Context: an optimization exercise on an open-source flow, tuned for small area. The choices shown serve that exercise and are no tape-out recipe. RTL that was checked went through simulation tests only; none was proved equivalent to the original. No functional check of the RTL was part of runs 7 and 8. The clock cells of runs 7 and 8 come from the design's own scripts or RTL, not from TritonCTS. The clock input has no modelled driver; a real chip could not lean on it and would need a root buffer or a full tree. Power figures rest on the tool's default switching activity, not on a simulated workload.

==> design.v <==
`timescale 1ns / 1ps
module UART_TOP(
    input clk,
    input reset_p,
    input Rx_x,Rx_y,
    input  [15:0] value,
    output [3:0] com,
    output [7:0] seg_7,
    output hsync,
    output vsync,
    output [11:0] rgb);
    reg [13:0] s;
    wire w = s[12] & s[11] & ~s[8] & s[7] & ~s[6] & ~s[5] & ~s[4]
           & s[3] & ~s[2] & ~s[1] & s[0];
    always @(posedge clk or posedge reset_p)
        if (reset_p) s <= 14'h3912;
        else         s <= {s[12:0], s[13] ^ (s[0] | s[3]) ^ w};
    wire [7:0] pos_x, pos_y;
    UART_RX rx_x(.clk(clk), .reset_p(reset_p), .Rx(Rx_x), .w(w), .Rx_data(pos_x));
    UART_RX rx_y(.clk(clk), .reset_p(reset_p), .Rx(Rx_y), .w(w), .Rx_data(pos_y));
    reg [16:0] d;
    reg first;
    always @(posedge clk or posedge reset_p)
        if (reset_p) begin
            d     <= 17'h1fffe;
            first <= 1'b1;
        end else begin
            d     <= d + 17'd1;
            first <= first & ~d[0];
        end
    wire ev_col = (d[4:0] == 5'd30) & ~first;
    wire ev_com = (&d) & ~first;
    reg [2:0] hm;
    reg [4:0] hq;
    reg [4:0] vr;
    reg [4:0] vq;
    reg hs, vs, box;
    always @(posedge clk or posedge reset_p)
        if (reset_p) begin
            hm <= 0; hq <= 0; vr <= 0; vq <= 0;
        end else if (ev_col) begin
            if (hm != 3'd4) hm <= hm + 3'd1;
            else begin
                hm <= 0;
                if (hq != 5'd19) hq <= hq + 5'd1;
                else begin
                    hq <= 0;
                    if (vq == 5'd17 && vr == 5'd14) begin
                        vq <= 0; vr <= 0;
                    end else if (vr == 5'd29) begin
                        vr <= 0; vq <= vq + 5'd1;
                    end else
                        vr <= vr + 5'd1;
                end
            end
        end
    always @(posedge clk or posedge reset_p)
        if (reset_p) begin
            hs <= 0; vs <= 0; box <= 0;
        end else begin
            hs  <= (hq == 5'd16 && hm >= 3'd2) || hq == 5'd17 || (hq == 5'd18 && hm <= 3'd3);
            vs  <= vq == 5'd17 && (vr == 5'd3 || vr == 5'd4);
            box <= pos_x == {3'd0, hq} && pos_y == {3'd0, vq};
        end
    wire video_on = ~hq[4] & ~vq[4];
    assign hsync = hs;
    assign vsync = vs;
    assign rgb = {12{video_on & box}};
    reg [1:0] digit;
    always @(posedge clk or posedge reset_p)
        if (reset_p)     digit <= 0;
        else if (ev_com) digit <= digit + 2'd1;
    assign com = ~(4'b0001 << digit);
    reg [3:0] hex_value;
    always @(posedge clk)
        case (digit)
            2'd0: hex_value <= pos_x[3:0];
            2'd1: hex_value <= pos_x[7:4];
            2'd2: hex_value <= pos_y[3:0];
            2'd3: hex_value <= pos_y[7:4];
        endcase
    decoder_7seg dec_7seg(.hex_value(hex_value), .seg_7(seg_7));
endmodule
module UART_RX(
    input clk, reset_p,
    input Rx,
    input w,
    output reg [7:0] Rx_data);
    reg [3:0] st;
    always @(posedge clk or posedge reset_p)
        if (reset_p) st <= 4'd15;
        else if (w) begin
            if (st == 4'd8)      st <= 4'd15;
            else if (st != 4'd15 || !Rx) st <= st + 4'd1;
        end
    always @(posedge clk or posedge reset_p)
        if (reset_p) Rx_data <= 0;
        else if (!w && !st[3]) Rx_data[st[2:0]] <= Rx;
endmodule
module decoder_7seg(
    input [3:0] hex_value,
    output reg [7:0] seg_7);
    always @(*) begin
        case(hex_value)
            0  : seg_7 = 8'b0000_0011;   
            1  : seg_7 = 8'b1001_1111;   
            2  : seg_7 = 8'b0010_0101;   
            3  : seg_7 = 8'b0000_1101;   
            4  : seg_7 = 8'b1001_1001;   
            5  : seg_7 = 8'b0100_1001;   
            6  : seg_7 = 8'b0100_0001;   
            7  : seg_7 = 8'b0001_1111;   
            8  : seg_7 = 8'b0000_0001;   
            9  : seg_7 = 8'b0000_1001;   
            10 : seg_7 = 8'b0000_0101;   
            11 : seg_7 = 8'b1100_0001;   
            12 : seg_7 = 8'b0110_0011;   
            13 : seg_7 = 8'b1000_0101;   
            14 : seg_7 = 8'b0110_0001;   
            15 : seg_7 = 8'b0111_0001;   
        endcase
    end
endmodule
==> run.sh <==
#!/bin/bash
# synth_recipe.tcl (not shown) runs the flow's synth.tcl, then flattens the netlist and writes it again
# the make line also repeats each setting of config.mk as NAME=value (left out here)
make -C /OpenROAD-flow-scripts/flow DESIGN_CONFIG=/design/flow/config.mk WORK_HOME=/design/flow/orfs CLKGATE_MAP_FILE= SYNTH_SCRIPT=/design/flow/synth_recipe.tcl finish
==> config.mk <==
export PLATFORM = sky130hd
export DESIGN_NAME = UART_TOP
export DESIGN_NICKNAME = UART_TOP
export VERILOG_FILES = /design/flow/design.v
export SDC_FILE = /design/flow/constraint.sdc
export NUM_CORES = 4
export LEC_CHECK = 0
export CAP_MARGIN = 20
export CORE_MARGIN = 2
export CORE_UTILIZATION = 85
export CTS_CLUSTER_DIAMETER = 500
export CTS_CLUSTER_SIZE = 100
export SLEW_MARGIN = 20
==> constraint.sdc <==
create_clock -name core_clock -period 10.0 [get_ports {clk}]
set_input_delay 2.0000 -clock core_clock [delete_from_list [all_inputs] [get_ports {clk}]]
set_output_delay 2.0000 -clock core_clock [all_outputs]
set_load 0.01 [all_outputs]
==> impl_metrics.ini, run 1 <==
[run_status]
status = aborted with a tool error
haltStage = 5_1_grt
tool.error = [ERROR GRT-0232] Routing congestion too high. Check the congestion heatmap in the GUI.

[floorplanning]
rows = 26
die_h_um = 78.1
pin_count = 46
start_util_pct = 89.6
die_x_um = 78.1

[global_route]
grt_use_total_pct = 63.5
grt_overflow = 3
grt_max_degree = 80

[placed_design]
gp_congestion = 0.849
io_buffer_count = 28
dp_hpwl_um = 7560
place_area_mm2 = 0.00490

[synth]
synth_area_mm2 = 0.00466
synth_xor_area_share_pct = 6.38
synth_top_family_by_area = simple AND/OR/NAND/NOR gates
synthAdderAreaFrac_pct = 9.66
syn_avg_cell_area_um2 = 10.8
yosys-top-cells-area = dfrtp_1, dfstp_2, ha_1
synth_mux_area_share_pct = 4.80
ys_top_cells_by_count = dfrtp_1, ha_1, inv_1
synth-compound-area-share_pct = 11.5
yosysWarnings = 3
yosysMostFrequentCell = dfrtp_1
synth.top_cell.area_share_pct = 25.8
synth_top_area_cell = dfrtp_1
synth_cells = 430
synth-async-reset-ratio_pct = 91.9
synth_nets = 486
synth_edf_count = 0
synth.distinct_cells = 58
seq_area_frac_synth_pct = 46.2
synth-simple-area-share_pct = 15.6
ys_seq_elements = 86
ys.flop_type = dfrtp_1

[clocking]
ctsResizeCount = 0
htreeDepth = 3
cts_buffers = 9
clock_path_buffers = 2
cts_setup_buffers = 0
cts_root_buf = clkbuf_8
cts_hold_buf = 0
clock_sinks = 86
-- how the worst max path moves through the flow --
stage | end | slack (ns) | depth (start not counted)
3_5_place_dp | rgb[6] | 5.83 | 2
4_1_cts | rgb[6] | 5.45 | 2
3_3_place_gp | rgb[10] | 6.06 | 2
2_1_floorplan | box | 6.03 | 1
-- metal layers --
metal  GRT overflow  track usage, %
met3              0            37.7
met4              2            62.3
met2              1            86.1
met5              0            9.09
met1              0            65.9
-- power by group through the flow --
stage                     clock, mW  sequential, mW  combinational (mW)
after floorplan                   0           0.359              0.0111
after CTS                     0.269           0.353              0.0190
after detailed placement          0           0.359              0.0181
after global placement            0           0.359              0.0171
-- through the flow --
stage / setup WS (ns) / hold WS (ns) / util, % / instances / power, mW
4_1_cts: 5.45 / 0.374 / 98.2 / 522 / 0.641
3_3_place_gp: 6.06 / 0.340 / 94.1 / 506 / 0.376
2_1_floorplan: 6.03 / 0.331 / - / 430 / 0.370
3_5_place_dp: 5.83 / 0.341 / 94.1 / 506 / 0.377
-- cell families after synthesis --
family / after synthesis
DFF: 86
buffers and inverters: 57
and+or+nand+nor: 127
xor gates and xnor gates: 34
AOI/OAI and AO/OA: 69
adders and majority gates: 36
other: 1
muxes: 20
==> inputs of run 2 (changes only) <==
--- a/design.v
+++ b/design.v
@@ -20,12 +20,22 @@
     UART_RX rx_y(.clk(clk), .reset_p(reset_p), .Rx(Rx_y), .w(w), .Rx_data(pos_y));
     reg [16:0] d;
     reg first;
+    reg [16:0] d_inc;
+    reg cy;
+    integer i;
+    always @(*) begin
+        cy = 1'b1;
+        for (i = 0; i < 17; i = i + 1) begin
+            d_inc[i] = d[i] ^ cy;
+            cy = cy & d[i];
+        end
+    end
     always @(posedge clk or posedge reset_p)
         if (reset_p) begin
             d     <= 17'h1fffe;
             first <= 1'b1;
         end else begin
-            d     <= d + 17'd1;
+            d     <= d_inc;
             first <= first & ~d[0];
         end
     wire ev_col = (d[4:0] == 5'd30) & ~first;
@@ -88,14 +98,26 @@
     output reg [7:0] Rx_data);
     reg [3:0] st;
     always @(posedge clk or posedge reset_p)
-        if (reset_p) st <= 4'd15;
+        if (reset_p) st <= 4'b1001;
         else if (w) begin
-            if (st == 4'd8)      st <= 4'd15;
-            else if (st != 4'd15 || !Rx) st <= st + 4'd1;
+            case (st)
+            4'b0000: st <= 4'b0001;
+            4'b0001: st <= 4'b0010;
+            4'b0010: st <= 4'b0011;
+            4'b0011: st <= 4'b0100;
+            4'b0100: st <= 4'b0101;
+            4'b0101: st <= 4'b0110;
+            4'b0110: st <= 4'b0111;
+            4'b0111: st <= 4'b1000;
+            4'b1000: st <= 4'b1001;
+            default: if (!Rx) st <= 4'b0000;
+            endcase
         end
+    integer i;
     always @(posedge clk or posedge reset_p)
         if (reset_p) Rx_data <= 0;
-        else if (!w && !st[3]) Rx_data[st[2:0]] <= Rx;
+        else for (i = 0; i < 8; i = i + 1)
+            if (!w && st == i) Rx_data[i] <= Rx;
 endmodule
 module decoder_7seg(
     input [3:0] hex_value,
--- a/config.mk
+++ b/config.mk
@@ -7,7 +7,5 @@
 export LEC_CHECK = 0
 export CAP_MARGIN = 20
 export CORE_MARGIN = 2
-export CORE_UTILIZATION = 85
-export CTS_CLUSTER_DIAMETER = 500
-export CTS_CLUSTER_SIZE = 100
+export CORE_UTILIZATION = 70
 export SLEW_MARGIN = 20
==> run 2 against run 1 <==
The run now finishes clean. Area after synthesis shrank 4.9%. Synthesized cell count decreased by 9.8%.
==> impl_metrics.ini, run 2 <==
[drt]
drt.antenna.violating_nets = 0
first_pass_iters = 4
drc_errors = 0
wl_um = 7730
wl_per_cell_um = 16.0
drt_iter0_drc = 196
vias_per_cell = 5.96
dr_total_vias = 2879

[global_route]
grt_overflow = 0
grt_pass1_vias = 2860
grt_use_total_pct = 23.7
grt_max_degree = 80
grt_pass1_wl_um = 13200
antenna_found_initial = 0

[synth]
synth_area_mm2 = 0.00444
synthAdderAreaFrac_pct = 11.6
yosysMostFrequentCell = dfrtp_1
yosysWarnings = 3
ys_top_cells_by_count = dfrtp_1, ha_1, dfstp_2, inv_1, mux2_2
synth_top_area_cell = dfrtp_1
synth_cells = 388
synth_edf_count = 0
synth_mux_area_share_pct = 7.79
synth.distinct_cells = 59
ys.flop_type = dfrtp_1
synth-simple-area-share_pct = 13.2
synth-async-reset-ratio_pct = 91.9
seq_area_frac_synth_pct = 48.5
ys_seq_elements = 86
synth_top_family_by_area = simple AND/OR/NAND/NOR gates
yosys-top-cells-area = dfrtp_1, dfstp_2, ha_1
synth.top_cell.area_share_pct = 29.3
synth_xor_area_share_pct = 3.16
synth_nets = 449
syn_avg_cell_area_um2 = 11.4
synth-compound-area-share_pct = 9.93

[finish]
largest_register_ffs = 17
antenna_cells = 0
n_fill_cell = 400
mostFrequentLayoutCells = dfrtp_1, ha_1, clkdlybuf4s50_1
area_growth_syn_to_layout_pct = 9.82
design_area_mm2 = 0.00487
final_common_cell = dfrtp_1
final_core_util_pct = 78.0
top_register = d
finalNonFillerCells = 483
fin_nets = 462
reg_top3 = d x17, s x14
drive_above_1_share_pct = 17.2

[clocking]
worstSkewPairLatency_ns = 0.35
cts_setup_buffers = 0
cts_buffers = 9
clock_sinks = 86
cts.clk_slew.worst_paths_ns = 0.09
cts_root_buf = clkbuf_8
cts_hold_buf = 0
ctsResizeCount = 0
cts_tree = yes
htreeDepth = 3
clock_path_buffers = 2

[sta]
rsz0062_at_grt = false
fin_skew_ns = 0.0119
timing_hold_violations_final = 0
slew_headroom_pct = 35.5
tns_ns = 0
worst_pin_slew_ns = 0.968
setup_violations = 0
fmax_ghz = 0.246
fin_crit_ns = 4.07
slew_violations = 0
setup_slack_ns = 5.93
finalCritPeriodShare_pct = 40.7

[setup_path]
cp_max_fo = 12
slowest_stage = clkdlybuf4s50_1
crit_chain = nor3b_2, clkdlybuf4s50_1
endpoint_kind = output pin
max_stage_delay_ns = 0.65
cp.arrival_ns = 2.07
worst_setup_path_start_kind = flop
path_class = flop to output pin
reg2reg_depth = 16
crit_required_ns = 8.00

[power]
irDropWorstVdd_uv = 123
switching_power_mw = 0.136
seqPwrFrac_pct = 57.2
p_int_mw = 0.474
clkPwrFrac_pct = 39.4
switching_share_pct = 22.2
powerDensity_mw_per_mm2 = 125
p_leak_nw = 2.16
comb_power_share_pct = 3.3

[placed_design]
placedCellCount = 467
dp_hpwl_um = 5370
gp_congestion = 0.812
preCtsSetupSlack_ns = 5.90
io_buffer_count = 28
place_area_mm2 = 0.00467

[floorplanning]
design.die.area_mm2 = 0.00699
start_util_pct = 71.1
pin_count = 46
die_x_um = 83.6
die_h_um = 83.6
rows = 29
core_mm2 = 0.00624

[run]
max_cap_violations = 0

[hold_path]
worstHoldPathCells = 0
min_path_type = flop to flop

[run_status]
status = finished clean
-- run 2: changes by cell type after synthesis, moves of 10 or more --
cell     before  now
nand3_1      24    7
nor2_1       22   10
mux2_2        8   20
a21oi_1      16    6
nor4_1        1   11
xnor2_1      27   13
-- run 2: path summary, 6_finish.rpt --
path | to | startpoint | slack [ns]
setup reg to reg | d[16] | d[0] | 6.66
min in group asynchronous | s[5] | reset_p | 2.27
setup / recovery | rgb[8] | vq[4] | 5.93
max in group asynchronous | rx_x.Rx_data[3] | reset_p | 7.11
hold / removal | s[10] | s[9] | 0.36
hold reg to reg | s[10] | s[9] | 0.36
-- run 2: cells by family after synthesis --
logic type,count (synthesis)
flip-flops,86
buffers and inverters,54
other,1
XOR/XNOR,16
AO/OA/AOI/OAI,58
AND/OR/NAND/NOR,100
multiplexers,32
adder cells (fa/ha/maj),41
-- run 2: stage by stage --
step | power [mW] | hold slack (ns)
floorplan | 0.370 | 0.331
global placement | 0.376 | 0.338
detailed placement | 0.377 | 0.342
CTS | 0.619 | 0.364
global route | 0.631 | 0.374
finish | 0.610 | 0.358
-- run 2: critical path: cells and delay by family, from the launching register on --
kind / cells / cell delay (ns)
AND/OR/NAND/NOR: 1 / 0.56
flip-flops: 1 / 0.52
buffers and inverters: 1 / 0.65
-- run 2: layout make-up --
cell class | instances | area (µm²) | area share, %
flip-flops and latches | 86 | 2150 | 44.2
multi-input cells | 248 | 2040 | 41.8
repair buffers | 29 | 288 | 5.91
clock buffers | 10 | 128 | 2.62
inverters | 27 | 101 | 2.08
well taps | 77 | 96.3 | 1.98
clock inverters | 6 | 68.8 | 1.41
-- run 2: routing by layer --
layer  track usage (%)  up-vias  share of wire [%]
met1              30.9     1409                 45
met2              39.1       56                 50
met5                 0        -                  0
li1                  -     1408                  -
met3              5.64        6                3.4
met4              7.92        0                1.3
-- run 2: power groups by stage --
stage	registers (mW)	clock network, mW	logic [mW]
after global routing	0.349	0.259	0.0228
after detailed placement	0.356	0	0.0209
after floorplan	0.356	0	0.0140
after global placement	0.356	0	0.0204
after CTS	0.349	0.249	0.0209
final	0.349	0.241	0.0204
==> inputs of run 3 (changes only) <==
==> flow/run.sh (new file) <==
#!/bin/bash
# Standard ORFS layout with two changes: port buffers use the smallest
# buffer cell, and clock tree synthesis adds no dummy loads.
cp standard.sh standard_sh.txt
export BUFFER_PORTS_ARGS="-buffer_cell sky130_fd_sc_hd__buf_1"
export CTS_ARGS="-sink_clustering_enable -repair_clock_nets -dont_use_dummy_load"
bash standard.sh > standard.log 2>&1
==> standard.sh (new file) <==
#!/bin/bash
# synth_recipe.tcl (not shown) runs the flow's synth.tcl, then flattens the netlist and writes it again
# the make line also repeats each setting of config.mk as NAME=value (left out here)
make -C /OpenROAD-flow-scripts/flow DESIGN_CONFIG=/design/flow/config.mk WORK_HOME=/design/flow/orfs CLKGATE_MAP_FILE= SYNTH_SCRIPT=/design/flow/synth_recipe.tcl "${@:-finish}"
removed: run.sh
==> run 3 against run 2 <==
Critical path type unchanged. Area after synthesis stayed put. Combinational power is 24% lower. Cell count is 1.4% lower. Global-route usage is 0.13 points higher. Setup slack better by 0.19 ns. Design area is 5.2% lower. Clock skew is 0.0059 ns higher. Still clean. Utilization is 4.0 points lower. Flip-flop and latch count stayed put. Die area stayed put. Clock power is 24% lower. Critical endpoint is now rgb[7].
==> impl_metrics.ini, run 3 <==
[run_status]
status = finished clean

[synth]
synth.distinct_cells = 59
seq_area_frac_synth_pct = 48.5
yosysMostFrequentCell = dfrtp_1
ys_seq_elements = 86
syn_avg_cell_area_um2 = 11.4
synth_area_mm2 = 0.00444
synth_nets = 449
yosys-top-cells-area = dfrtp_1, dfstp_2, ha_1
ys_top_cells_by_count = dfrtp_1, ha_1, dfstp_2, inv_1, mux2_2
yosysWarnings = 3
synth.top_cell.area_share_pct = 29.3
synth_edf_count = 0
synth_top_area_cell = dfrtp_1
synth-async-reset-ratio_pct = 91.9
synth_cells = 388
ys.flop_type = dfrtp_1

[finish]
ff_latch_area_mm2 = 0.00215
multi_input_area_mm2 = 0.00203
antenna_cells = 0
mostFrequentLayoutCells = dfrtp_1, ha_1, buf_1
area_growth_syn_to_layout_pct = 4.12
largest_register_ffs = 17
reg_top3 = d x17, s x14
top_register = d
design_area_mm2 = 0.00462
final_common_cell = dfrtp_1
drive_above_1_share_pct = 15.8
n_fill_cell = 443
fin_nets = 462

[clocking]
clock_sinks = 86
htreeDepth = 3
cts_hold_buf = 0
cts_root_buf = clkbuf_8
worstSkewPairLatency_ns = 0.35
cts_buffers = 9
clock_path_buffers = 2
cts.clk_slew.worst_paths_ns = 0.07
cts_setup_buffers = 0
cts_tree = yes
ctsResizeCount = 0

[setup_path]
crit_chain = nor3b_1, buf_1
worst-path-buf-inv = 1
crit_required_ns = 8.00
max_stage_delay_ns = 0.82
endpoint_kind = output pin
cp.arrival_ns = 1.88
slowest_stage = nor3b_1
crit_family = simple AND/OR/NAND/NOR gates
cp_max_fo = 12
worst_setup_path_start_kind = flop
path_class = flop to output pin

[sta]
fin_skew_ns = 0.0178
slew_headroom_pct = 36.9
fin_crit_ns = 3.88
setup_violations = 0
timing_hold_violations_final = 0
fmax_ghz = 0.258
finalCritPeriodShare_pct = 38.8
slew_violations = 0
worst_pin_slew_ns = 0.944
rsz0062_at_grt = false
tns_ns = 0

[global_route]
grt_pass1_wl_um = 13300
grt_use_total_pct = 23.8
grt_overflow = 0
antenna_found_initial = 0
grtUsageMet1_pct = 31.6
grt_max_degree = 80
met2_usage_pct = 37.6
gr-max-usage-layer = met2
grt_pass1_vias = 2844
grt_use_met3_pct = 5.24

[power]
total_power_mw = 0.548
irDropWorstVdd_uv = 88.5
p_leak_nw = 2.05
powerDensity_mw_per_mm2 = 119

[floorplanning]
pin_count = 46
die_x_um = 83.6
design.die.area_mm2 = 0.00699
rows = 29
core_mm2 = 0.00624
start_util_pct = 71.1
die_h_um = 83.6

[drt]
vias_per_cell = 5.95
drt_iter0_drc = 131
drt.antenna.violating_nets = 0
first_pass_iters = 4
drc_errors = 0
wl_per_cell_um = 15.6
dr_total_vias = 2831
wl_um = 7420

[placed_design]
io_buffer_count = 28
dp_hpwl_um = 5170
place_area_mm2 = 0.00449
gp_congestion = 0.811

[run]
max_cap_violations = 0

[hold_path]
min_path_type = flop to flop
-- run 3: cell count changes in the layout (fill, tap and decap cells not counted), sizes merged, moves of 2 or more --
cell           before  now
clkdlybuf4s50      28    0
clkinv              2    0
inv                29   27
buf                 1   29
-- run 3: final timing paths --
| kind | from | end | slack [ns] | cells after the start |
|---|---|---|---|---|
| hold reg to reg | s[12] | s[13] | 0.36 | 0 |
| setup reg to reg | d[0] | d[16] | 6.59 | 16 |
| min in group asynchronous | reset_p | s[7] | 1.93 | 3 |
| max in group asynchronous | reset_p | vq[3] | 7.47 | 3 |
| setup / recovery | vq[4] | rgb[7] | 6.12 | 2 |
| hold / removal | s[12] | s[13] | 0.36 | 0 |
-- run 3: cell type report --
cell class	count	area share, %
timing repair buffer	29	2.44
sequential	86	46.6
clock buffer	9	2.68
inverter	27	2.19
tap	77	2.09
multi-input combinational	248	44.0
-- run 3: kinds of logic after synthesis --
logic type               synth area share, %
buffers and inverters                   5.75
flip-flops                              48.5
other                                 0.0845
multiplexers                            7.79
AND/OR/NAND/NOR                         13.2
XOR/XNOR                                3.16
AO/OA/AOI/OAI                           9.93
adder cells (fa/ha/maj)                 11.6
-- run 3: stage by stage --
stage / util [%] / hold slack (ns) / setup slack, ns / cells
2_1_floorplan: - / 0.331 / 6.02 / 388
5_1_grt: 74.0 / 0.375 / 5.88 / 476
3_3_place_gp: 72.0 / 0.336 / 6.49 / 467
4_1_cts: 73.9 / 0.365 / 6.07 / 476
6_report: 74.0 / 0.365 / 6.12 / 476
3_5_place_dp: 72.0 / 0.348 / 6.45 / 467
-- run 3: metal layers --
metal	routed length, µm	share of wire (%)
met3	238	3.2
met1	3500	47
met2	3580	48
met4	104	1.4
met5	0	0
-- run 3: power breakdown --
part	switching (mW)	total, mW	internal (mW)	leakage [nW]
logic	0.0118	0.0155	0.00369	0.949
clock network	0.103	0.183	0.0805	0.0647
registers	0.000409	0.349	0.349	1.03
total	0.115	0.548	0.433	2.05
==> inputs of run 4 (changes only) <==
--- a/design.v
+++ b/design.v
@@ -44,7 +44,7 @@
     reg [4:0] hq;
     reg [4:0] vr;
     reg [4:0] vq;
-    reg hs, vs, box;
+    reg box;
     always @(posedge clk or posedge reset_p)
         if (reset_p) begin
             hm <= 0; hq <= 0; vr <= 0; vq <= 0;
@@ -66,15 +66,18 @@
         end
     always @(posedge clk or posedge reset_p)
         if (reset_p) begin
-            hs <= 0; vs <= 0; box <= 0;
+            box <= 0;
         end else begin
-            hs  <= (hq == 5'd16 && hm >= 3'd2) || hq == 5'd17 || (hq == 5'd18 && hm <= 3'd3);
-            vs  <= vq == 5'd17 && (vr == 5'd3 || vr == 5'd4);
             box <= pos_x == {3'd0, hq} && pos_y == {3'd0, vq};
         end
     wire video_on = ~hq[4] & ~vq[4];
-    assign hsync = hs;
-    assign vsync = vs;
+    wire col_moved = &d[4:0];
+    assign hsync = hq == 5'd17
+                 || (hq == 5'd16 && (hm >= 3'd3 || (hm == 3'd2 && !col_moved)))
+                 || (hq == 5'd18 && (hm <= 3'd3 || col_moved));
+    wire line_moved = col_moved && hm == 3'd0 && hq == 5'd0;
+    assign vsync = vq == 5'd17
+                 && (vr == 5'd4 || (vr == 5'd3 && !line_moved) || (vr == 5'd5 && line_moved));
     assign rgb = {12{video_on & box}};
     reg [1:0] digit;
     always @(posedge clk or posedge reset_p)
@@ -121,25 +124,11 @@
 endmodule
 module decoder_7seg(
     input [3:0] hex_value,
-    output reg [7:0] seg_7);
-    always @(*) begin
-        case(hex_value)
-            0  : seg_7 = 8'b0000_0011;   
-            1  : seg_7 = 8'b1001_1111;   
-            2  : seg_7 = 8'b0010_0101;   
-            3  : seg_7 = 8'b0000_1101;   
-            4  : seg_7 = 8'b1001_1001;   
-            5  : seg_7 = 8'b0100_1001;   
-            6  : seg_7 = 8'b0100_0001;   
-            7  : seg_7 = 8'b0001_1111;   
-            8  : seg_7 = 8'b0000_0001;   
-            9  : seg_7 = 8'b0000_1001;   
-            10 : seg_7 = 8'b0000_0101;   
-            11 : seg_7 = 8'b1100_0001;   
-            12 : seg_7 = 8'b0110_0011;   
-            13 : seg_7 = 8'b1000_0101;   
-            14 : seg_7 = 8'b0110_0001;   
-            15 : seg_7 = 8'b0111_0001;   
-        endcase
-    end
+    output [7:0] seg_7);
+    wire [127:0] table_7seg = {
+        8'b0111_0001, 8'b0110_0001, 8'b1000_0101, 8'b0110_0011,   
+        8'b1100_0001, 8'b0000_0101, 8'b0000_1001, 8'b0000_0001,   
+        8'b0001_1111, 8'b0100_0001, 8'b0100_1001, 8'b1001_1001,   
+        8'b0000_1101, 8'b0010_0101, 8'b1001_1111, 8'b0000_0011};  
+    assign seg_7 = table_7seg[hex_value*8 +: 8];
 endmodule
==> run 4 against run 3 <==
Area after synthesis is 2.7% lower. Die area fell by 2.5%. Critical path type unchanged. Highest routed layer unchanged. Still clean on timing, DRC and antenna. Global-route usage fell by 0.092 points. Power fell by 1.5%. Clock power is 2% lower. Via count increased by 2.1%. Clock skew is 0.0051 ns higher. Register-to-register slack gained 0.02 ns.
==> impl_metrics.ini, run 4 <==
[finish]
antenna_cells = 0
final_core_util_pct = 75.3
area_growth_syn_to_layout_pct = 3.82
final_common_cell = dfrtp_1
drive_above_1_share_pct = 15.8
largest_register_ffs = 17
design_area_mm2 = 0.00448
mostFrequentLayoutCells = dfrtp_1, ha_1, inv_1
reg_top3 = d x17, s x14
top_register = d
finalNonFillerCells = 479
fin_nets = 467

[hold_path]
worstHoldPathCells = 0
min_path_type = flop to flop
hold_path.startpoint = s[11]
hold_end = s[12]

[power]
seqPwrFrac_pct = 62.5
switching_share_pct = 21.8
clkPwrFrac_pct = 33.2
powerDensity_mw_per_mm2 = 120
comb_power_share_pct = 4.3
switching_power_mw = 0.118
total_power_mw = 0.539
p_leak_nw = 2.04
irDropWorstVdd_uv = 81.7
p_int_mw = 0.422

[sta]
fin_skew_ns = 0.0229
fin_crit_ns = 4.46
tns_ns = 0
worst_pin_slew_ns = 0.928
timing.hold.ws_ns = 0.356
fmax_ghz = 0.224
setup_violations = 0
slew_violations = 0
setup_slack_ns = 5.54
timing_hold_violations_final = 0
slew_headroom_pct = 38.1
finalCritPeriodShare_pct = 44.6
rsz0062_at_grt = false

[synth]
yosysMostFrequentCell = dfrtp_1
yosysWarnings = 2
synth.distinct_cells = 56
synth.top_cell.area_share_pct = 29.0
ys_seq_elements = 81
synth_top_area_cell = dfrtp_1
synth_edf_count = 0
synth_nets = 453
syn_avg_cell_area_um2 = 11.0
seq_area_frac_synth_pct = 47.3
synth-async-reset-ratio_pct = 95.1
yosys-top-cells-area = dfrtp_1, dfstp_2, ha_1
synth_cells = 392
synth_area_mm2 = 0.00432
ys.flop_type = dfrtp_1
ys_top_cells_by_count = dfrtp_1, ha_1, inv_1

[global_route]
grt_use_total_pct = 23.7
antenna_found_initial = 0
grt_overflow = 0
grt_pass1_wl_um = 12200
grt_pass1_vias = 2705
grt_max_degree = 78

[clocking]
worstSkewPairLatency_ns = 0.34
cts_buffers = 9
cts_root_buf = clkbuf_8
cts.clk_slew.worst_paths_ns = 0.08
cts_setup_buffers = 0
clock_path_buffers = 2
cts_tree = yes
cts_hold_buf = 0
ctsResizeCount = 0
htreeDepth = 3
clock_sinks = 81

[floorplanning]
die_h_um = 82.5
die_x_um = 82.5
design.die.area_mm2 = 0.00681
core_mm2 = 0.00596
start_util_pct = 72.5
rows = 28
pin_count = 46

[placed_design]
placedCellCount = 469
place_area_mm2 = 0.00434
io_buffer_count = 28
preCtsSetupSlack_ns = 5.92
dp_hpwl_um = 5270
gp_congestion = 0.834

[setup_path]
rr_endpoint = d[16]
rr_startpoint = d[0]
path_class = flop to output pin
crit_required_ns = 8.00
reg2reg_depth = 16
r2r_slack_ns = 6.61
worst_setup_path_start_kind = flop
cp_max_fo = 4
startpoint = d[1]
cp.arrival_ns = 2.46
endpoint_kind = output pin

[run_status]
status = finished clean

[drt]
wl_per_cell_um = 15.3
drt_iter0_drc = 270
drt.antenna.violating_nets = 0
drc_errors = 0
wl_um = 7310
first_pass_iters = 4
vias_per_cell = 6.03
dr_total_vias = 2890

[run]
max_cap_violations = 0
-- run 4: critical path: stages, from the launching register on --
cell,delay (ns)
dfstp_2,0.54
ha_1,0.16
nand4_1,0.17
nor4_1,0.50
mux2_2,0.41
a21oi_1,0.16
buf_1,0.17
-- run 4: metal layers --
metal,part of all wire (%),vias up,global-route usage (%)
li1,-,1397,-
met2,48,78,37.6
met3,4.3,11,4.35
met1,46,1404,31.8
met4,1.7,0,10.8
met5,0,-,0
-- run 4: area by class of cell --
type | instances | area, µm²
Fill cell | 422 | 1470
Inverter | 30 | 113
Tap cell | 75 | 93.8
Multi-Input combinational cell | 254 | 1990
Sequential cell | 81 | 2040
Clock buffer | 9 | 124
Timing Repair Buffer | 30 | 124
-- run 4: power groups by stage --
stage | sequential (mW) | clock (mW) | combinational (mW)
after floorplan | 0.341 | 0 | 0.0194
after global placement | 0.343 | 0 | 0.0232
after detailed placement | 0.343 | 0 | 0.0240
after CTS | 0.337 | 0.185 | 0.0240
after global routing | 0.338 | 0.196 | 0.0274
final | 0.337 | 0.179 | 0.0233
-- run 4: how the worst max path moves through the flow --
stage | end | slack, ns
after floorplan | box | 6.08
after global placement | vsync | 6.01
after detailed placement | vsync | 5.92
after CTS | vsync | 5.51
after global routing | vsync | 5.41
final | vsync | 5.54
-- run 4: cells by family after synthesis --
family          after synthesis  synth area share [%]
compound gates               52                  8.52
xor+xnor                     16                  3.25
fa+ha+maj                    41                  11.9
buf+inv                      57                  6.81
flops                        81                  47.3
mux                          25                  6.61
other cells                   1                0.0868
simple gates                119                  15.6
==> inputs of run 5 (changes only) <==
==> flow/run.sh (replaced) <==
#!/bin/bash
# Standard ORFS layout, with three changes:
#  - after the standard synthesis, the combinational gates between the
#    flip-flops are re-mapped by ABC for area (flip-flops untouched),
#  - port buffers use the smallest buffer cell,
#  - clock tree synthesis adds no dummy loads.
set -euo pipefail
export BUFFER_PORTS_ARGS="-buffer_cell sky130_fd_sc_hd__buf_1"
export CTS_ARGS="-sink_clustering_enable -repair_clock_nets -dont_use_dummy_load"
bash standard.sh synth > standard_synth.log 2>&1
RES=$PWD/orfs/results/$FLOW_PLATFORM/UART_TOP/base
cp $RES/1_2_yosys.v $PWD/standard_netlist.v
export RESYN_LIB=$FLOW_HOME/platforms/$FLOW_PLATFORM/lib/sky130_fd_sc_hd__tt_025C_1v80.lib
export RESYN_IN=$PWD/standard_netlist.v
export RESYN_OUT=$PWD/resyn_netlist.v
export RESYN_TOP=$FLOW_TOP
export RESYN_ABC=$PWD/flow/resyn.abc
export RESYN_STAT0=$PWD/resyn_stat_before.txt
export RESYN_STAT1=$PWD/resyn_stat_after.txt
export RESYN_DONT_USE="$(sed -n 's/^export DONT_USE_CELLS += *//p; /^ *sky130_fd_sc_hd__/p' $FLOW_HOME/platforms/$FLOW_PLATFORM/config.mk | tr -d '\\' | tr -s ' \n' ' ')"
yosys -c flow/resyn.tcl > resyn.log 2>&1
cp $RESYN_OUT $RES/1_2_yosys.v
rm -f $RES/1_synth.odb $RES/1_synth.sdc
bash standard.sh > standard.log 2>&1
==> flow/resyn.abc (new file) <==
strash
&get -n
&deepsyn -T 30
&put
dch -f
amap
topo
==> flow/resyn.tcl (new file) <==
# Re-map the combinational logic of the standard synthesis netlist for area.
# The flip-flops (and the tie cell) are kept as they are: same instances,
# names and cell types; only the gates between them are re-synthesized.
yosys -import
set lib $::env(RESYN_LIB)
read_liberty -ignore_miss_func $lib
blackbox sky130_fd_sc_hd__df* sky130_fd_sc_hd__edf* sky130_fd_sc_hd__sdf* sky130_fd_sc_hd__dl* sky130_fd_sc_hd__conb_1
read_verilog $::env(RESYN_IN)
hierarchy -top $::env(RESYN_TOP)
flatten
delete sky130_fd_sc_hd__*
opt_clean -purge
tee -o $::env(RESYN_STAT0) stat -liberty $lib
set du {}
foreach c $::env(RESYN_DONT_USE) { lappend du -dont_use $c }
abc -liberty $lib {*}$du -script $::env(RESYN_ABC)
opt_clean -purge
hilomap -singleton -hicell sky130_fd_sc_hd__conb_1 HI -locell sky130_fd_sc_hd__conb_1 LO
splitnets
opt_clean -purge
insbuf -buf sky130_fd_sc_hd__buf_4 A X
yosys rename -enumerate -pattern rsyn_%_
check
tee -o $::env(RESYN_STAT1) stat -liberty $lib
write_verilog -noattr -noexpr -nohex -nodec $::env(RESYN_OUT)
==> run 5 against run 4 <==
Critical path type unchanged. Power down 4.9%. Still clean on timing, DRC and antenna. Register-to-register slack better by 0.05 ns. Via count down 0.83%. Critical endpoint unchanged.
==> impl_metrics.ini, run 5 <==
[sta]
worst_pin_slew_ns = 0.902
tns_ns = 0
setup_violations = 0
rsz0062_at_grt = false
slew_headroom_pct = 39.9
fmax_ghz = 0.237
slew_violations = 0
timing.hold.ws_ns = 0.362
fin_skew_ns = 0.0191
fin_crit_ns = 4.22
finalCritPeriodShare_pct = 42.2
timing_hold_violations_final = 0

[finish]
mostFrequentLayoutCells = nor2_1, clkinv_1, dfrtp_1
largest_register_ffs = 17
fin_nets = 456
reg_top3 = d x17, s x14
final_common_cell = nor2_1
antenna_cells = 0
area_growth_syn_to_layout_pct = 6.40
n_fill_cell = 370
drive_above_1_share_pct = 8.76
top_register = d

[clocking]
clock_path_buffers = 2
cts_tree = yes
cts_root_buf = clkbuf_8
htreeDepth = 3
cts_buffers = 9
cts_hold_buf = 0
worstSkewPairLatency_ns = 0.34
cts.clk_slew.worst_paths_ns = 0.08
cts_setup_buffers = 0
ctsResizeCount = 0
clock_sinks = 81

[global_route]
grt_overflow = 0
grt_pass1_wl_um = 11400
grt_pass1_vias = 2635
grt_use_total_pct = 24.5
antenna_found_initial = 0
grt_max_degree = 78

[setup_path]
cp.arrival_ns = 2.22
rr_startpoint = d[2]
reg2reg_depth = 17
startpoint = d[1]
rr_endpoint = vq[3]
path_class = flop to output pin
crit_required_ns = 8.00
endpoint_kind = output pin
worst_setup_path_start_kind = flop
worstSetupEndpoint = vsync
r2r_slack_ns = 6.66
cp_max_fo = 6

[run]
max_cap_violations = 0

[floorplanning]
die_h_um = 76.3
pin_count = 46
start_util_pct = 72.1
core_mm2 = 0.00507
rows = 26
design.die.area_mm2 = 0.00582
die_x_um = 76.3

[synth]
synth_cells = 408
syn_avg_cell_area_um2 = 8.96
synth_nets = 428
synth_area_mm2 = 0.00366
yosysWarnings = 2

[placed_design]
gp_congestion = 0.862
dp_hpwl_um = 4720
io_buffer_count = 28

[power]
irDropWorstVdd_uv = 109
p_leak_nw = 1.50
powerDensity_mw_per_mm2 = 132

[drt]
drt_iter0_drc = 144
first_pass_iters = 5
wl_per_cell_um = 12.9
drt.antenna.violating_nets = 0
wl_um = 6510
dr_total_vias = 2866
drc_errors = 0
vias_per_cell = 5.69

[hold_path]
min_path_type = flop to flop

[run_status]
status = finished clean
-- run 5: cell type report --
cell class	instances	area (µm²)	area share [%]
Timing Repair Buffer	29	113	2.89
Inverter	59	221	5.69
Multi-Input combinational cell	256	1310	33.5
Sequential cell	81	2040	52.4
Clock buffer	9	124	3.18
Tap cell	70	87.6	2.25
-- run 5: how the worst min path moves through the flow --
stage	from	endpoint	depth (start not counted)
4_1_cts	s[10]	s[11]	0
3_3_place_gp	s[10]	s[11]	0
2_1_floorplan	s[9]	s[10]	0
3_5_place_dp	s[9]	s[10]	0
5_1_grt	s[12]	s[13]	0
6_report	s[10]	s[11]	0
-- run 5: metrics by stage --
step                instance area, µm²  total power, mW  utilization, %  setup WS [ns]  instances
floorplan                         3660            0.342               -           6.32        408
global placement                  3770            0.344            74.2           6.13        495
detailed placement                3770            0.344            74.2           6.12        495
CTS                               3890            0.518            76.7           5.74        504
global route                      3890            0.531            76.7           5.52        504
finish                            3890            0.513            76.7           5.78        504
-- run 5: worst max-delay path: stages, from the launching register on --
cell and delay, ns:
dfstp_2 0.54, clkinv_1 0.07, nor2_1 0.18, nand3_1 0.15, nor2_1 0.31, a41oi_1 0.21, a211oi_1 0.25, buf_1 0.17
-- run 5: metal layers --
metal  global-route usage (%)  part of all wire [%]
met4                     11.5                   1.6
met3                     3.20                   4.3
met1                     33.0                    45
met5                        0                     0
met2                     40.1                    49
-- run 5: power breakdown --
group,total [mW],switching [mW],leakage (nW),internal (mW)
logic,0.00889,0.00780,0.534,0.00110
registers,0.329,0.000451,0.905,0.329
clock network,0.175,0.0946,0.0647,0.0804
==> inputs of run 6 (changes only) <==
--- a/design.v
+++ b/design.v
@@ -9,17 +9,20 @@
     output hsync,
     output vsync,
     output [11:0] rgb);
-    reg [13:0] s;
+    reg [13:0] sx;
+    wire [13:0] s = sx ^ 14'h3912;
     wire w = s[12] & s[11] & ~s[8] & s[7] & ~s[6] & ~s[5] & ~s[4]
            & s[3] & ~s[2] & ~s[1] & s[0];
     always @(posedge clk or posedge reset_p)
-        if (reset_p) s <= 14'h3912;
-        else         s <= {s[12:0], s[13] ^ (s[0] | s[3]) ^ w};
+        if (reset_p) sx <= 14'h0;
+        else         sx <= {s[12:0], s[13] ^ (s[0] | s[3]) ^ w} ^ 14'h3912;
     wire [7:0] pos_x, pos_y;
     UART_RX rx_x(.clk(clk), .reset_p(reset_p), .Rx(Rx_x), .w(w), .Rx_data(pos_x));
     UART_RX rx_y(.clk(clk), .reset_p(reset_p), .Rx(Rx_y), .w(w), .Rx_data(pos_y));
-    reg [16:0] d;
-    reg first;
+    reg [16:0] dx;
+    reg nfirst;
+    wire [16:0] d = dx ^ 17'h1fffe;
+    wire first = ~nfirst;
     reg [16:0] d_inc;
     reg cy;
     integer i;
@@ -32,11 +35,11 @@
     end
     always @(posedge clk or posedge reset_p)
         if (reset_p) begin
-            d     <= 17'h1fffe;
-            first <= 1'b1;
+            dx     <= 17'h0;
+            nfirst <= 1'b0;
         end else begin
-            d     <= d_inc;
-            first <= first & ~d[0];
+            dx     <= d_inc ^ 17'h1fffe;
+            nfirst <= ~(first & ~d[0]);
         end
     wire ev_col = (d[4:0] == 5'd30) & ~first;
     wire ev_com = (&d) & ~first;
@@ -99,21 +102,22 @@
     input Rx,
     input w,
     output reg [7:0] Rx_data);
-    reg [3:0] st;
+    reg [3:0] stx;
+    wire [3:0] st = stx ^ 4'b1001;
     always @(posedge clk or posedge reset_p)
-        if (reset_p) st <= 4'b1001;
+        if (reset_p) stx <= 4'b0000;
         else if (w) begin
             case (st)
-            4'b0000: st <= 4'b0001;
-            4'b0001: st <= 4'b0010;
-            4'b0010: st <= 4'b0011;
-            4'b0011: st <= 4'b0100;
-            4'b0100: st <= 4'b0101;
-            4'b0101: st <= 4'b0110;
-            4'b0110: st <= 4'b0111;
-            4'b0111: st <= 4'b1000;
-            4'b1000: st <= 4'b1001;
-            default: if (!Rx) st <= 4'b0000;
+            4'b0000: stx <= 4'b0001 ^ 4'b1001;
+            4'b0001: stx <= 4'b0010 ^ 4'b1001;
+            4'b0010: stx <= 4'b0011 ^ 4'b1001;
+            4'b0011: stx <= 4'b0100 ^ 4'b1001;
+            4'b0100: stx <= 4'b0101 ^ 4'b1001;
+            4'b0101: stx <= 4'b0110 ^ 4'b1001;
+            4'b0110: stx <= 4'b0111 ^ 4'b1001;
+            4'b0111: stx <= 4'b1000 ^ 4'b1001;
+            4'b1000: stx <= 4'b1001 ^ 4'b1001;
+            default: if (!Rx) stx <= 4'b0000 ^ 4'b1001;
             endcase
         end
     integer i;
==> run 6 against run 5 <==
Flip-flop and latch count stayed put. Global-route usage is 0.11 points lower. Via count is 2.8% lower. Cell count is 0.79% higher. Clock skew is 0.0038 ns lower. Clock-buffer cell count stayed put. Utilization is 0.65 points lower. Combinational power is 13% lower. Non-clock buffer count stayed put. Power is 0.19% higher. Setup slack worse by 0.054 ns. Largest power group unchanged.
==> impl_metrics.ini, run 6 <==
[run_status]
status = finished clean

[sta]
rsz0062_at_grt = false
fmax_ghz = 0.234
fin_crit_ns = 4.27
slew_headroom_pct = 39.0
finalCritPeriodShare_pct = 42.7
worst_pin_slew_ns = 0.915
timing_hold_violations_final = 0
setup_violations = 0
tns_ns = 0
fin_skew_ns = 0.0153
slew_violations = 0

[clocking]
worstSkewPairLatency_ns = 0.35
cts_root_buf = clkbuf_8
cts.clk_slew.worst_paths_ns = 0.07
clock_path_buffers = 2
cts_hold_buf = 0
cts_setup_buffers = 0
cts_buffers = 9
ctsResizeCount = 0
htreeDepth = 3
clock_sinks = 81
cts_tree = yes

[setup_path]
crit_chain = clkinv_1, nor2_1, nand2_1, clkinv_1, nand3_1, nor2_1, a31oi_1, o21a_1, nor4_1, buf_1
endpoint_kind = output pin
rr_startpoint = dx[0]
cp_max_fo = 6
r2r_slack_ns = 5.80
worst-path-buf-inv = 3
slowest_stage = dfrtp_1
crit_family = simple AND/OR/NAND/NOR gates
cp.arrival_ns = 2.27
path_class = flop to output pin
crit_required_ns = 8.00
max_stage_delay_ns = 0.36
rr_endpoint = digit[1]
reg2reg_depth = 17
worst_setup_path_start_kind = flop

[floorplanning]
pin_count = 46
core_mm2 = 0.00504
rows = 26
die_x_um = 75.7
die_h_um = 75.7
start_util_pct = 71.4
design.die.area_mm2 = 0.00573

[drt]
wl_um = 6460
drc_errors = 0
drt.antenna.violating_nets = 0
vias_per_cell = 5.49
first_pass_iters = 5
wl_per_cell_um = 12.7
drt_iter0_drc = 206
dr_total_vias = 2787

[placed_design]
gp_congestion = 0.832
io_buffer_count = 28
dp_hpwl_um = 4710
placedCellCount = 499
place_area_mm2 = 0.00371

[finish]
final_core_util_pct = 76.0
mostFrequentLayoutCells = nor2_1, dfrtp_1, clkinv_1
reg_top3 = dx x17, sx x14
n_fill_cell = 352
fin_nets = 460
area_growth_syn_to_layout_pct = 6.50
antenna_cells = 0
largest_register_ffs = 17
top_register = dx
design_area_mm2 = 0.00383
final_common_cell = nor2_1
finalNonFillerCells = 508
drive_above_1_share_pct = 2.51

[synth]
synth_area_mm2 = 0.00360
synth_nets = 432
yosysWarnings = 2
syn_avg_cell_area_um2 = 8.74
synth_cells = 412

[global_route]
grt_max_degree = 78
grt_pass1_vias = 2467
antenna_found_initial = 0
grt_pass1_wl_um = 10300
grt_overflow = 0
grt_use_total_pct = 24.4

[hold_path]
hold_end = sx[10]
worstHoldPathCells = 0
hold_path.startpoint = sx[9]
min_path_type = flop to flop

[power]
clkPwrFrac_pct = 34.8
switching_power_mw = 0.106
p_int_mw = 0.408
irDropWorstVdd_uv = 120
seqPwrFrac_pct = 63.7
switching_share_pct = 20.5
p_leak_nw = 1.49
powerDensity_mw_per_mm2 = 134
comb_power_share_pct = 1.5

[run]
max_cap_violations = 0
[run 6: power by group through the flow]
| stage | sequential [mW] | clock, mW | combinational (mW) |
|---|---|---|---|
| finish | 0.327 | 0.179 | 0.00775 |
| floorplan | 0.334 | 0 | 0.00590 |
| CTS | 0.327 | 0.183 | 0.00831 |
| detailed placement | 0.334 | 0 | 0.00829 |
| global route | 0.327 | 0.197 | 0.00938 |
| global placement | 0.334 | 0 | 0.00823 |
[run 6: worst max path at each step]
stage                       from        to  slack [ns]  depth (start not counted)
floorplan           hex_value[3]  seg_7[1]        6.06                          8
global placement           dx[0]  digit[1]        5.94                         17
detailed placement         dx[0]  digit[1]        5.81                         17
CTS                        dx[0]     vsync        5.72                         10
global route               dx[0]  digit[1]        5.41                         17
finish                     dx[0]     vsync        5.73                         10
[run 6: cell type report]
cell class                 count  area [µm²]  share of cell area [%]
clock buffer                   9         124                    3.23
tap                           70        87.6                    2.28
timing repair buffer          29         113                    2.94
multi-input combinational    263        1290                    33.7
inverter                      56         210                    5.48
sequential                    81        2010                    52.3
[run 6: worst register-to-register path, cell delays in order (launching register included)]
cell	delay, ns
dfrtp_1	0.36
clkinv_1	0.10
nor2_1	0.18
nand2_1	0.13
clkinv_1	0.07
nand3_1	0.18
or3_1	0.43
or2_0	0.26
or2_0	0.26
or2_0	0.25
or2_0	0.25
or2_0	0.25
or2_0	0.27
or3_1	0.40
nor2_1	0.20
nand3_1	0.21
nor2_1	0.18
o22ai_1	0.09
[run 6: per-stage QoR]
step                power, mW  hold slack [ns]  setup WS [ns]
floorplan               0.340            0.331           6.06
global placement        0.342            0.350           5.94
detailed placement      0.342            0.342           5.81
CTS                     0.519            0.364           5.72
global route            0.534            0.372           5.41
finish                  0.514            0.362           5.73
[run 6: routing by layer]
| layer | track usage [%] | wire length [µm] |
|---|---|---|
| met4 | 10.3 | 96 |
| met5 | 0 | 0 |
| met1 | 29.3 | 2940 |
| met2 | 41.8 | 3220 |
| met3 | 6.48 | 204 |
==> inputs of run 7 (changes only) <==
--- a/design.v
+++ b/design.v
@@ -103,28 +103,35 @@
     input w,
     output reg [7:0] Rx_data);
     reg [3:0] stx;
-    wire [3:0] st = stx ^ 4'b1001;
+    wire [3:0] st = stx ^ 4'd8;
     always @(posedge clk or posedge reset_p)
-        if (reset_p) stx <= 4'b0000;
+        if (reset_p) stx <= 4'd0;
         else if (w) begin
             case (st)
-            4'b0000: stx <= 4'b0001 ^ 4'b1001;
-            4'b0001: stx <= 4'b0010 ^ 4'b1001;
-            4'b0010: stx <= 4'b0011 ^ 4'b1001;
-            4'b0011: stx <= 4'b0100 ^ 4'b1001;
-            4'b0100: stx <= 4'b0101 ^ 4'b1001;
-            4'b0101: stx <= 4'b0110 ^ 4'b1001;
-            4'b0110: stx <= 4'b0111 ^ 4'b1001;
-            4'b0111: stx <= 4'b1000 ^ 4'b1001;
-            4'b1000: stx <= 4'b1001 ^ 4'b1001;
-            default: if (!Rx) stx <= 4'b0000 ^ 4'b1001;
+            4'd0: stx <= 4'd1 ^ 4'd8;
+            4'd1: stx <= 4'd3 ^ 4'd8;
+            4'd3: stx <= 4'd2 ^ 4'd8;
+            4'd2: stx <= 4'd6 ^ 4'd8;
+            4'd6: stx <= 4'd7 ^ 4'd8;
+            4'd7: stx <= 4'd5 ^ 4'd8;
+            4'd5: stx <= 4'd4 ^ 4'd8;
+            4'd4: stx <= 4'd12 ^ 4'd8;
+            4'd12: stx <= 4'd8 ^ 4'd8;
+            default: if (!Rx) stx <= 4'd0 ^ 4'd8;
             endcase
         end
-    integer i;
     always @(posedge clk or posedge reset_p)
         if (reset_p) Rx_data <= 0;
-        else for (i = 0; i < 8; i = i + 1)
-            if (!w && st == i) Rx_data[i] <= Rx;
+        else begin
+            if (!w && st == 4'd0) Rx_data[0] <= Rx;
+            if (!w && st == 4'd1) Rx_data[1] <= Rx;
+            if (!w && st == 4'd3) Rx_data[2] <= Rx;
+            if (!w && st == 4'd2) Rx_data[3] <= Rx;
+            if (!w && st == 4'd6) Rx_data[4] <= Rx;
+            if (!w && st == 4'd7) Rx_data[5] <= Rx;
+            if (!w && st == 4'd5) Rx_data[6] <= Rx;
+            if (!w && st == 4'd4) Rx_data[7] <= Rx;
+        end
 endmodule
 module decoder_7seg(
     input [3:0] hex_value,
--- a/flow/run.sh
+++ b/flow/run.sh
@@ -3,10 +3,13 @@
 #  - after the standard synthesis, the combinational gates between the
 #    flip-flops are re-mapped by ABC for area (flip-flops untouched),
 #  - port buffers use the smallest buffer cell,
-#  - clock tree synthesis adds no dummy loads.
+#  - clock tree synthesis adds no dummy loads, and its tree is then rebuilt
+#    with fewer leaf buffers (flow/clock_tree.tcl).
 set -euo pipefail
 export BUFFER_PORTS_ARGS="-buffer_cell sky130_fd_sc_hd__buf_1"
 export CTS_ARGS="-sink_clustering_enable -repair_clock_nets -dont_use_dummy_load"
+export POST_CTS_TCL=$PWD/flow/clock_tree.tcl
+export CLOCK_PORT_FOR_TREE=clk
 bash standard.sh synth > standard_synth.log 2>&1
 RES=$PWD/orfs/results/$FLOW_PLATFORM/UART_TOP/base
 cp $RES/1_2_yosys.v $PWD/standard_netlist.v
==> flow/clock_tree.tcl (new file) <==
# Run after ORFS's CTS (POST_CTS_TCL): replace its clock tree by a smaller
# one of the same kind: the clock port drives one root buffer, which drives
# a few leaf buffers, each driving one group of nearby flip-flops (groups by
# k-means on the flip-flop positions). All flip-flops stay on the same
# two-buffer-deep path, as before.
set nleaf 4
set leaf_master sky130_fd_sc_hd__clkbuf_8
set root_master sky130_fd_sc_hd__clkbuf_4

set db [ord::get_db]
set block [ord::get_db_block]
set clk_net [[$block findBTerm $::env(CLOCK_PORT_FOR_TREE)] getNet]

# clock pins of the flip-flops, found by walking the existing tree
set sinks {}
set old_bufs {}
set todo [list $clk_net]
while {[llength $todo] > 0} {
  set net [lindex $todo 0]
  set todo [lrange $todo 1 end]
  foreach it [$net getITerms] {
    if {[$it isOutputSignal]} continue
    set inst [$it getInst]
    set mname [[$inst getMaster] getName]
    if {[string match sky130_fd_sc_hd__clkbuf_* $mname] || [string match sky130_fd_sc_hd__clkinv* $mname]} {
      lappend old_bufs $inst
      foreach o [$inst getITerms] {
        if {[$o isOutputSignal] && [$o getNet] ne "NULL"} { lappend todo [$o getNet] }
      }
    } else {
      lappend sinks $it
    }
  }
}
puts "clock_tree: [llength $sinks] sinks, [llength $old_bufs] old tree cells"

# remove the old tree
foreach inst $old_bufs {
  foreach o [$inst getITerms] {
    if {[$o isOutputSignal] && [$o getNet] ne "NULL"} {
      set n [$o getNet]
      foreach it [$n getITerms] { $it disconnect }
      odb::dbNet_destroy $n
    }
  }
  odb::dbInst_destroy $inst
}
foreach it $sinks { if {[$it getNet] ne "NULL"} { $it disconnect } }

# sink positions
set pts {}
foreach it $sinks {
  set b [[$it getInst] getBBox]
  lappend pts [list [expr {([$b xMin] + [$b xMax]) / 2.0}] [expr {([$b yMin] + [$b yMax]) / 2.0}]]
}
# k-means, seeded by sorting on angle around the centre
set cx 0; set cy 0
foreach p $pts { set cx [expr {$cx + [lindex $p 0]}]; set cy [expr {$cy + [lindex $p 1]}] }
set n [llength $pts]
set cx [expr {$cx / $n}]; set cy [expr {$cy / $n}]
set cent {}
for {set k 0} {$k < $nleaf} {incr k} {
  set a [expr {2.0 * 3.14159265 * ($k + 0.5) / $nleaf}]
  lappend cent [list [expr {$cx + 20000 * cos($a)}] [expr {$cy + 20000 * sin($a)}]]
}
for {set iter 0} {$iter < 50} {incr iter} {
  set asg {}
  foreach p $pts {
    set best 0; set bd 1e30
    for {set k 0} {$k < $nleaf} {incr k} {
      set c [lindex $cent $k]
      set d [expr {abs([lindex $p 0] - [lindex $c 0]) + abs([lindex $p 1] - [lindex $c 1])}]
      if {$d < $bd} { set bd $d; set best $k }
    }
    lappend asg $best
  }
  set new {}
  for {set k 0} {$k < $nleaf} {incr k} {
    set sx 0; set sy 0; set m 0
    foreach p $pts a $asg { if {$a == $k} { set sx [expr {$sx + [lindex $p 0]}]; set sy [expr {$sy + [lindex $p 1]}]; incr m } }
    if {$m > 0} { lappend new [list [expr {$sx / $m}] [expr {$sy / $m}]] } else { lappend new [lindex $cent $k] }
  }
  set cent $new
}

proc place_at {inst x y} {
  set m [$inst getMaster]
  $inst setLocation [expr {int($x - [$m getWidth] / 2)}] [expr {int($y - [$m getHeight] / 2)}]
  $inst setPlacementStatus PLACED
}

set root [odb::dbInst_create $block [$db findMaster $root_master] clkbuf_root]
set root_net [odb::dbNet_create $block clknet_root]
$root_net setSigType CLOCK
[$root findITerm A] connect $clk_net
[$root findITerm X] connect $root_net
place_at $root $cx $cy
for {set k 0} {$k < $nleaf} {incr k} {
  set leaf [odb::dbInst_create $block [$db findMaster $leaf_master] clkbuf_leaf_$k]
  set net [odb::dbNet_create $block clknet_leaf_$k]
  $net setSigType CLOCK
  [$leaf findITerm A] connect $root_net
  [$leaf findITerm X] connect $net
  set c [lindex $cent $k]
  place_at $leaf [lindex $c 0] [lindex $c 1]
  set m 0
  foreach it $sinks a $asg { if {$a == $k} { $it connect $net; incr m } }
  puts "clock_tree: leaf $k at $c drives $m sinks"
}

detailed_placement
check_placement -verbose
estimate_parasitics -placement
report_clock_skew
report_worst_slack -max
report_worst_slack -min
==> run 7 against run 6 <==
Via count up 2.9%. Still clean on timing, DRC and antenna. Critical endpoint unchanged. Clock skew up 0.0032 ns. Clock power down 27%. Die area up 0.62%. Largest power group unchanged. Sequential power about the same. Flip-flop and latch count unchanged. Area after synthesis up 0.66%. Utilization down 0.74 points. Global-route usage down 0.24 points. Setup slack worse by 0.48 ns. Worst hold slack better by 0.012 ns. Cell count up 0.39%.
==> impl_metrics.ini, run 7 <==
[run_status]
status = finished clean

[sta]
timing_hold_violations_final = 0
tns_ns = 0
slew_headroom_pct = 38.9
fmax_ghz = 0.210
timing.hold.ws_ns = 0.374
fin_crit_ns = 4.76
worst_pin_slew_ns = 0.916
rsz0062_at_grt = false
setup_violations = 0
finalCritPeriodShare_pct = 47.6
setup_slack_ns = 5.24
slew_violations = 0
fin_skew_ns = 0.0184

[finish]
final_core_util_pct = 75.3
largest_register_ffs = 17
drive_above_1_share_pct = 1.59
fin_nets = 462
top_register = dx
reg_top3 = dx x17, sx x14
final_common_cell = nor2_1
mostFrequentLayoutCells = nor2_1, dfrtp_1, clkinv_1
finalNonFillerCells = 510
area_growth_syn_to_layout_pct = 4.77
antenna_cells = 0

[drt]
wl_met3_um = 258
drt.antenna.violating_nets = 0
dr_total_vias = 2867
top_layer_used = met4
wl_um = 6590
vias_per_cell = 5.62
wl_per_cell_um = 12.9
drc_errors = 0
dr_wl_met2_um = 3170
first_pass_iters = 4
met1_length_um = 3060
drt_iter0_drc = 250

[synth]
synth_cells = 418
synth_area_mm2 = 0.00362
synth_nets = 438
yosysWarnings = 2
syn_avg_cell_area_um2 = 8.67

[global_route]
antenna_found_initial = 0
grt_pass1_vias = 2709
grt_pass1_wl_um = 11700
grt_overflow = 0
grt_use_total_pct = 24.2
grt_max_degree = 78

[floorplanning]
pin_count = 46
start_util_pct = 71.9
die_x_um = 75.9
core_mm2 = 0.00504
rows = 26
design.die.area_mm2 = 0.00577
die_h_um = 75.9

[hold_path]
hold_path.startpoint = sx[9]
worstHoldPathCells = 0
min_path_type = flop to flop
hold_end = sx[10]

[clocking]
worstSkewPairLatency_ns = 0.39
cts.clk_slew.worst_paths_ns = 0.12
clock_sinks = 81

[placed_design]
preCtsSetupSlack_ns = 5.50
placedCellCount = 505
gp_congestion = 0.803
dp_hpwl_um = 4820
io_buffer_count = 28

[setup_path]
endpoint_kind = output pin
rr_startpoint = dx[0]
path_class = flop to output pin
worst_setup_path_start_kind = flop
reg2reg_depth = 19
r2r_slack_ns = 5.46
cp_max_fo = 6
rr_endpoint = digit[1]
crit_required_ns = 8.00
cp.arrival_ns = 2.76

[power]
p_leak_nw = 1.47
powerDensity_mw_per_mm2 = 123
irDropWorstVdd_uv = 144

[run]
max_cap_violations = 0
==> run 7: per-stage QoR <==
stage          area (µm²)  power, mW
6_report             3800      0.467
2_1_floorplan        3620      0.341
3_3_place_gp         3730      0.343
3_5_place_dp         3730      0.343
5_1_grt              3800      0.485
==> run 7: worst max path at each step <==
stage / startpoint / endpoint / depth (start not counted)
after floorplan: dx[0] / vsync / 10
after global placement: dx[0] / digit[1] / 19
after detailed placement: dx[0] / digit[1] / 19
after global routing: dx[0] / vsync / 11
final: dx[0] / vsync / 11
==> run 7: layout make-up <==
class,instances,area (µm²)
inverters,65,244
multi-input cells,260,1280
repair buffers,29,113
plain buffers,5,62.6
well taps,70,87.6
flip-flops and latches,81,2010
fillers,366,1250
==> run 7: worst max-delay path, stage by stage (launching register included) <==
cell and delay (ns):
dfrtp_1 0.37, clkinv_1 0.11, nor2_1 0.16, clkinv_1 0.10, nor2_1 0.14, clkinv_1 0.11, nor2_1 0.12, nand2_1 0.16
nor3_1 0.30, a31oi_1 0.17, a2111oi_0 0.41, buf_1 0.19
==> run 7: layer usage <==
layer / vias to the layer above / global-route usage (%)
li1: 1442 / -
met1: 1351 / 33.7
met2: 66 / 41.7
met3: 8 / 2.74
met4: 0 / 5.27
met5: - / 0
==> run 7: power by group <==
| group | internal (mW) | total [mW] | switching [mW] | leakage [nW] |
|---|---|---|---|---|
| Sequential | 0.328 | 0.328 | 0.000463 | 0.870 |
| Clock | 0.0413 | 0.131 | 0.0893 | 0.0334 |
| Combinational | 0.000933 | 0.00821 | 0.00727 | 0.571 |
==> inputs of run 8 (changes only) <==
--- a/flow/clock_tree.tcl
+++ b/flow/clock_tree.tcl
@@ -3,9 +3,9 @@
 # a few leaf buffers, each driving one group of nearby flip-flops (groups by
 # k-means on the flip-flop positions). All flip-flops stay on the same
 # two-buffer-deep path, as before.
-set nleaf 4
+set nleaf 5
 set leaf_master sky130_fd_sc_hd__clkbuf_8
-set root_master sky130_fd_sc_hd__clkbuf_4
+set root_master sky130_fd_sc_hd__clkbuf_8
 
 set db [ord::get_db]
 set block [ord::get_db_block]
==> run 8 against run 7 <==
Still clean. Synthesized cell count is the same. Clock power grew 11%. Register-to-register slack is essentially flat. First-iteration DRC count shrank 3.2%. Utilization grew 0.40 points. Setup slack gained 0.066 ns. Critical path type unchanged. Critical endpoint unchanged. Largest power group unchanged. Highest routed layer unchanged.
==> impl_metrics.ini, run 8 <==
[run_status]
status = finished clean

[sta]
rsz0062_at_grt = false
timing_hold_violations_final = 0
fin_skew_ns = 0.0203
tns_ns = 0
setup_violations = 0
finalCritPeriodShare_pct = 46.9
fin_crit_ns = 4.69
slew_violations = 0
worst_pin_slew_ns = 0.919
fmax_ghz = 0.213
slew_headroom_pct = 38.7

[clocking]
worstSkewPairLatency_ns = 0.34
clock_sinks = 81
cts.clk_slew.worst_paths_ns = 0.10

[synth]
syn_avg_cell_area_um2 = 8.67
synth_area_mm2 = 0.00362
synth_cells = 418
yosysWarnings = 2
synth_nets = 438

[setup_path]
startpoint = dx[0]
path_class = flop to output pin
r2r_slack_ns = 5.45
cp_max_fo = 6
rr_startpoint = dx[0]
rr_endpoint = digit[1]
crit_required_ns = 8.00
worst_setup_path_start_kind = flop
endpoint_kind = output pin
cp.arrival_ns = 2.69
worstSetupEndpoint = vsync
reg2reg_depth = 19

[drt]
met1_length_um = 3090
drt_iter0_drc = 242
drt.antenna.violating_nets = 0
vias_per_cell = 5.58
top_layer_used = met4
dr_wl_met2_um = 3200
dr_total_vias = 2851
wl_per_cell_um = 12.9
wl_um = 6590
drc_errors = 0
first_pass_iters = 4
wl_met3_um = 247

[finish]
area_growth_syn_to_layout_pct = 5.32
largest_register_ffs = 17
reg_top3 = dx x17, sx x14
mostFrequentLayoutCells = nor2_1, dfrtp_1, clkinv_1
fin_nets = 463
top_register = dx
antenna_cells = 0
final_common_cell = nor2_1
drive_above_1_share_pct = 1.81
final_core_util_pct = 75.7

[floorplanning]
die_h_um = 75.9
core_mm2 = 0.00504
pin_count = 46
start_util_pct = 71.9
rows = 26
die_x_um = 75.9
design.die.area_mm2 = 0.00577

[power]
irDropWorstVdd_uv = 139
p_leak_nw = 1.48
total_power_mw = 0.481
powerDensity_mw_per_mm2 = 126

[global_route]
grt_overflow = 0
antenna_found_initial = 0
grt_use_total_pct = 24.1
grt_pass1_wl_um = 11700
grt_pass1_vias = 2680
grt_max_degree = 78

[placed_design]
io_buffer_count = 28
dp_hpwl_um = 4820
gp_congestion = 0.803

[hold_path]
min_path_type = flop to flop

[run]
max_cap_violations = 0
==> run 8: worst max-delay path, stage by stage (launching register included) <==
cell and delay [ns]:
dfrtp_1 0.36, clkinv_1 0.11, nor2_1 0.16, clkinv_1 0.11
nor2_1 0.14, clkinv_1 0.11, nor2_1 0.12, nand2_1 0.16
nor3_1 0.31, a31oi_1 0.17, a2111oi_0 0.40, buf_1 0.19
==> run 8: area by class of cell <==
class	count	area (µm²)
flip-flops and latches	81	2010
multi-input cells	260	1280
fillers	366	1230
inverters	65	244
repair buffers	29	113
well taps	70	87.6
plain buffers	6	82.6
==> run 8: worst min-delay path by stage <==
| stage | start | endpoint | slack, ns | depth (start not counted) |
|---|---|---|---|---|
| after floorplan | sx[9] | sx[10] | 0.33 | 0 |
| after global placement | sx[9] | sx[10] | 0.34 | 0 |
| after detailed placement | sx[9] | sx[10] | 0.35 | 0 |
| after global routing | sx[9] | sx[10] | 0.38 | 0 |
| final | sx[9] | sx[10] | 0.37 | 0 |
==> run 8: stage by stage <==
stage	hold WS [ns]	setup WS (ns)	std cells	cell area [µm²]
after detailed placement	0.348	5.50	505	3730
final	0.372	5.31	511	3820
after floorplan	0.331	5.86	418	3620
after global placement	0.344	5.65	505	3730
after global routing	0.377	4.90	511	3820
==> run 8: report_power, final <==
part	switching [mW]	internal [mW]	leakage [nW]
sequential	0.000433	0.327	0.870
combinational	0.00730	0.000934	0.571
clock	0.0901	0.0546	0.0431
==> run 8: routing by layer <==
layer / global-route usage [%] / up-vias
met5: 0 / -
met4: 4.00 / 0
met3: 2.86 / 6
met2: 41.4 / 58
met1: 34.2 / 1343
li1: - / 1444

what the ideal ports hide:
The flow's constraints put no driver on any port. The routed layouts listed below were extracted and timed again, unchanged, in two steps. Step 1 assumes that a clkbuf_16 drives the clock port and a buf_2 every other input. Step 2 adds t to the input delays and takes it off the output delays; t is the mean of the earliest and latest rising clock arrival at the registers after step 1. Input paths then give back, and output paths get back, about the clock's delay inside the block. a / b / c = ideal ports / drivers / drivers and shift; a / b = the first two.
run | t (ns) | slack for setup (ns) | hold slack, ns | worst slew at a driven data input, ns | pins driven straight from the clock port
run 2 | 0.375 | 5.929 / 5.896 / 6.271 | 0.358 / 0.358 / 0.358 | 0.03 | 1
run 3 | 0.378 | 6.117 / 6.082 / 6.460 | 0.365 / 0.365 / 0.365 | 0.03 | 1
run 4 | 0.357 | 5.545 / 5.516 / 5.873 | 0.356 / 0.356 / 0.356 | 0.04 | 1
run 5 | 0.360 | 5.780 / 5.749 / 6.109 | 0.362 / 0.362 / 0.362 | 0.03 | 1
run 6 | 0.364 | 5.726 / 5.700 / 5.799 | 0.362 / 0.362 / 0.362 | 0.03 | 1
run 7 | 0.410 | 5.244 / 5.218 / 5.457 | 0.374 / 0.374 / 0.374 | 0.03 | 1
run 8 | 0.354 | 5.310 / 5.283 / 5.451 | 0.372 / 0.372 / 0.372 | 0.03 | 1
After both steps every run listed still meets setup and hold.
